From an optimization exercise on the open Yosys and OpenROAD flow, aimed at small area, a short achievable clock period and few clock cycles; shortcuts taken in it are not production practice.
Only simulation tests tie the RTL to the original design; equivalence was not proved.

==> flow/design.v <==
module RISC_SPM (clk, rst, mem_addr, mem_wdata, mem_we, mem_rdata);
  input        clk, rst;
  output [7:0] mem_addr;
  output [7:0] mem_wdata;
  output       mem_we;
  input  [7:0] mem_rdata;
  localparam [3:0] S_FETCH = 4'd0, S_EXEC = 4'd1, S_RD2 = 4'd2, S_WR2 = 4'd3, S_BR2 = 4'd4,
                   S_M1 = 4'd5, S_M2 = 4'd6, S_M3 = 4'd7, S_MW = 4'd8, S_HALT = 4'd9;
  reg [7:0] R0, R1, R2, R3;    
  reg [3:0] op;                
  reg [3:0] so, sd;            
  reg       opnd;              
  reg       chk;               
  reg [7:0] AR;                
  reg [7:0] T;                 
  reg       Z, V;
  reg [1:0] pr;                
  reg       qm1;               
  reg [3:0] st;
  wire [7:0] a = ({8{so[0]}} & R0) | ({8{so[1]}} & R1) | ({8{so[2]}} & R2) | ({8{so[3]}} & R3);
  wire [7:0] b = ({8{sd[0]}} & R0) | ({8{sd[1]}} & R1) | ({8{sd[2]}} & R2) | ({8{sd[3]}} & R3);
  wire exec = (st == S_EXEC);
  wire       is_sub = (op == 4'd2);
  wire       is_and = (op == 4'd3);
  wire       is_not = (op == 4'd4);
  wire [7:0] ax     = a ^ {8{is_sub}};
  wire [7:0] ag     = b & ax;
  wire [7:0] ap     = b ^ ax;
  reg  [7:0] kg, kp, kg2, kp2;
  integer    ki, ks;
  always @* begin
    kg = ag; kp = ap;
    kg[0] = ag[0] | (ap[0] & is_sub);
    for (ks = 1; ks < 8; ks = ks * 2) begin
      kg2 = kg; kp2 = kp;
      for (ki = ks; ki < 8; ki = ki + 1) begin
        kg2[ki] = kg[ki] | (kp[ki] & kg[ki-ks]);
        kp2[ki] = kp[ki] & kp[ki-ks];
      end
      kg = kg2; kp = kp2;
    end
  end
  wire [7:0] sum    = ap ^ {kg[6:0], is_sub};
  wire [7:0] r      = is_and ? (a & b) : is_not ? ~a : sum;
  wire       alu_v  = ~is_and & ~(a[7] ^ b[7]) & (sum[7] ^ a[7]);
  wire [7:0] zc     = {b[6:0] | ax[6:0], is_sub};
  wire       zsum   = ((b ^ ax) == zc);
  wire       alu_z  = is_and ? ((a & b) == 8'd0) : is_not ? (a == 8'hFF) : zsum;
  wire       same = |(so & sd);
  wire       one  = pr[0] ^ qm1;
  wire       two  = (pr[1] & ~pr[0] & ~qm1) | (~pr[1] & pr[0] & qm1);
  wire       neg  = pr[1];
  wire [9:0] mb   = two ? {b[7], b, 1'b0} : (one ? {b[7], b[7], b} : 10'd0);
  wire [9:0] my   = mb ^ {10{neg}};
  wire [9:0] mx   = {{2{T[7]}}, T};
  wire [9:0] mg   = mx & my;
  wire [9:0] mp   = mx ^ my;
  reg  [9:0] qg, qp, qg2, qp2;
  integer    qi, qs;
  always @* begin
    qg = mg; qp = mp;
    qg[0] = mg[0] | (mp[0] & neg);
    for (qs = 1; qs < 10; qs = qs * 2) begin
      qg2 = qg; qp2 = qp;
      for (qi = qs; qi < 10; qi = qi + 1) begin
        qg2[qi] = qg[qi] | (qp[qi] & qg[qi-qs]);
        qp2[qi] = qp[qi] & qp[qi-qs];
      end
      qg = qg2; qp = qp2;
    end
  end
  wire [9:0] S    = mp ^ {qg[8:0], neg};
  reg  [1:0] pnext;
  always @* begin
    if (!same) pnext = a[3:2];
    else case (st)
      S_M1:    pnext = a[5:4];
      S_M2:    pnext = a[7:6];
      default: pnext = a[3:2];
    endcase
  end
  wire is_alu  = (op == 4'd1) | (op == 4'd2) | is_and | is_not;
  wire is_mul  = (op == 4'd10);
  wire halt    = op[3] & (op[2] | (op[1] & op[0]));
  wire mul_it  = (exec & is_mul) | (st == S_M1) | (st == S_M2) | (st == S_M3);
  assign mem_addr  = AR;
  assign mem_wdata = a;
  assign mem_we    = (st == S_WR2);
  wire fetch = (st == S_FETCH) | (st == S_MW) | (exec & ~is_mul & ~opnd & ~halt);
  wire alu_w  = exec & is_alu;
  wire z_next = alu_w ? alu_z : Z;
  wire [3:0] nop    = mem_rdata[7:4];
  wire       nmul   = (nop == 4'd10);
  wire       nbrz   = (nop == 4'd8);
  wire       nbro   = (nop == 4'd9);
  wire       vlate  = alu_w & ~is_not;
  wire       nopnd  = (nop == 4'd5) | (nop == 4'd6) | (nop == 4'd7) |
                      (nbrz & z_next) | (nbro & (V | vlate));
  wire       nchk   = nbro & vlate;
  wire       nskip  = (nbrz | nbro) & ~nopnd;
  wire       untake = chk & ~V;            
  wire [7:0] ar1    = AR + 8'd1;
  wire [7:0] ar2    = AR + 8'd2;
  wire       ar_f    = fetch & ~nskip;
  wire       ar_s    = fetch & nskip;
  wire       ar_u    = exec & opnd & untake;
  wire       ar_m    = (exec & opnd & ~untake & ~halt & ~is_mul) | (st == S_BR2);
  wire       ar_t    = (st == S_RD2) | (st == S_WR2);
  wire       ar_h    = ~fetch & ~(exec & opnd & ~halt & ~is_mul) & ~(st == S_BR2) & ~ar_t;
  wire [7:0] ar_next = ({8{ar_f | ar_u}} & ar1) | ({8{ar_s}} & ar2) | ({8{ar_m}} & mem_rdata) |
                       ({8{ar_t}} & T) | ({8{ar_h}} & AR);
  wire       sel_sum = alu_w & ~is_and & ~is_not;
  wire       sel_and = alu_w & is_and;
  wire       sel_not = alu_w & is_not;
  wire       sel_rd  = (st == S_RD2);
  wire       sel_mul = mul_it;
  wire       sel_mw  = (st == S_MW);
  wire       wen     = alu_w | sel_rd | (sel_mul & ~same) | sel_mw;
  wire [7:0] Wo      = ({8{sel_and}} & a & b) | ({8{sel_not}} & ~a) | ({8{sel_rd}} & mem_rdata) |
                       ({8{sel_mul}} & {S[1:0], a[7:2]}) | ({8{sel_mw}} & T);
  wire [7:0] W       = ({8{sel_sum}} & sum) | Wo;
  wire [3:0] wsel = {4{wen}} & (mul_it ? so : sd);
  wire [1:0] ns = mem_rdata[3:2];
  reg  [1:0] rn;
  always @* begin
    case (ns) 2'd0: rn = R0[1:0]; 2'd1: rn = R1[1:0]; 2'd2: rn = R2[1:0]; default: rn = R3[1:0]; endcase
    if (wsel[ns]) rn = W[1:0];
  end
  always @(posedge clk or negedge rst) begin
    if (!rst) begin
      AR <= 8'd0; Z <= 1'b0; V <= 1'b0; st <= S_FETCH;
    end else begin
      if (alu_w) begin
        Z <= alu_z;
        if (!is_not) V <= alu_v;
      end else if (st == S_M3) begin
        Z <= 1'b1;
        V <= pr[1] & (so[0] ? S[1] : R0[7]);
      end
      AR <= ar_next;
      case (st)
        S_FETCH: st <= S_EXEC;
        S_EXEC:
          if (halt)         st <= S_HALT;
          else if (is_mul)  st <= S_M1;
          else if (opnd & untake) st <= S_FETCH;
          else if (opnd)    st <= (op == 4'd5) ? S_RD2 : (op == 4'd6) ? S_WR2 : S_BR2;
        S_RD2:   st <= S_FETCH;
        S_WR2:   st <= S_FETCH;
        S_BR2:   st <= S_FETCH;
        S_M1:    st <= S_M2;
        S_M2:    st <= S_M3;
        S_M3:    st <= S_MW;
        S_MW:    st <= S_EXEC;
        S_HALT:  st <= S_HALT;
        default: st <= S_FETCH;
      endcase
    end
  end
  wire [7:0] Wr  = ({8{sel_sum & rst}} & sum) | (Wo & {8{rst}});
  wire [3:0] rwe = wsel | {4{~rst}};
  always @(posedge clk) begin
    if (rwe[0]) R0 <= Wr;
    if (rwe[1]) R1 <= Wr;
    if (rwe[2]) R2 <= Wr;
    if (rwe[3]) R3 <= Wr;
  end
  always @(posedge clk) begin
    if (fetch) begin
      op   <= nop;
      so   <= 4'b0001 << mem_rdata[3:2];
      sd   <= 4'b0001 << mem_rdata[1:0];
      opnd <= nopnd;
      chk  <= nchk;
      T    <= nmul ? 8'd0 : ar2;
      pr   <= rn;
      qm1  <= 1'b0;
    end else if (mul_it) begin
      T    <= S[9:2];
      pr   <= pnext;
      qm1  <= pr[1];
    end
  end
endmodule
clock: 6.0 ns
lec_check: 0
abc_area: 1
cap_margin: 20
core_margin: 2
core_utilization: 62
setup_slack_margin: 2.7
slew_margin: 20
run.sh (not shown) runs the stock make flow with config.mk's settings and CLKGATE_MAP_FILE= SYNTH_SCRIPT=/design/flow/synth_recipe.tcl, a recipe that flattens the netlist after the stock synthesis.
Testbench counts at the start, summed over its fixed seeds: cycles 26,597.
Rerun with:
--- a/flow/config.mk
+++ b/flow/config.mk
@@ -9,5 +9,5 @@
 export CAP_MARGIN = 20
 export CORE_MARGIN = 2
-export CORE_UTILIZATION = 62
-export SETUP_SLACK_MARGIN = 2.7
+export CORE_UTILIZATION = 40
+export SETUP_SLACK_MARGIN = 2.6
 export SLEW_MARGIN = 20
After rerunning: Synthesized area does not change. Global-route usage goes down by 11 points. Worst setup slack got worse by 99 ps. Cell area goes up by 1.7%. Final cell count goes up by 7.2%.
Rerun with:
--- a/flow/config.mk
+++ b/flow/config.mk
@@ -9,5 +9,5 @@
 export CAP_MARGIN = 20
 export CORE_MARGIN = 2
-export CORE_UTILIZATION = 40
-export SETUP_SLACK_MARGIN = 2.6
+export CORE_UTILIZATION = 48
+export SETUP_SLACK_MARGIN = 2.7
 export SLEW_MARGIN = 20
What happened: Die area falls by 16%. First-iteration DRC count went down by 14%. Area after synthesis is unchanged. Sequential share of layout area hardly moves.

## port drivers added, routing unchanged
Ports are ideal in the flow. The routed layouts listed here were re-timed in OpenROAD. Step 1 (the two cells are an assumption about what drives the block):
set clk [get_ports {clk}]
set_driving_cell -lib_cell sky130_fd_sc_hd__clkbuf_16 $clk
set_driving_cell -lib_cell sky130_fd_sc_hd__buf_2 [delete_from_list [all_inputs] $clk]
Step 2 times the ports against the registers' clock, not the clock port: input delays grow and output delays shrink by t, the midpoint of the rising clock arrivals with the driver on. Slacks: ideal / step 1 / step 2; pairs: ideal / step 1.
run	t, ns	slack for setup (ns)	worst setup path at the end	latest minus earliest clock arrival (ns)
the first run	0.385	2.737 / 2.702 / 2.652	input to register	0.009 / 0.008
the second run	0.393	2.638 / 2.596 / 2.785	input to register	0.009 / 0.008
the third run	0.383	2.691 / 2.652 / 2.806	input to register	0.006 / 0.007
After both steps every run listed still meets setup and hold. The setup slack of the first run, which loses most, moves by -0.035 ns with the drivers and by -0.085 ns with both steps.
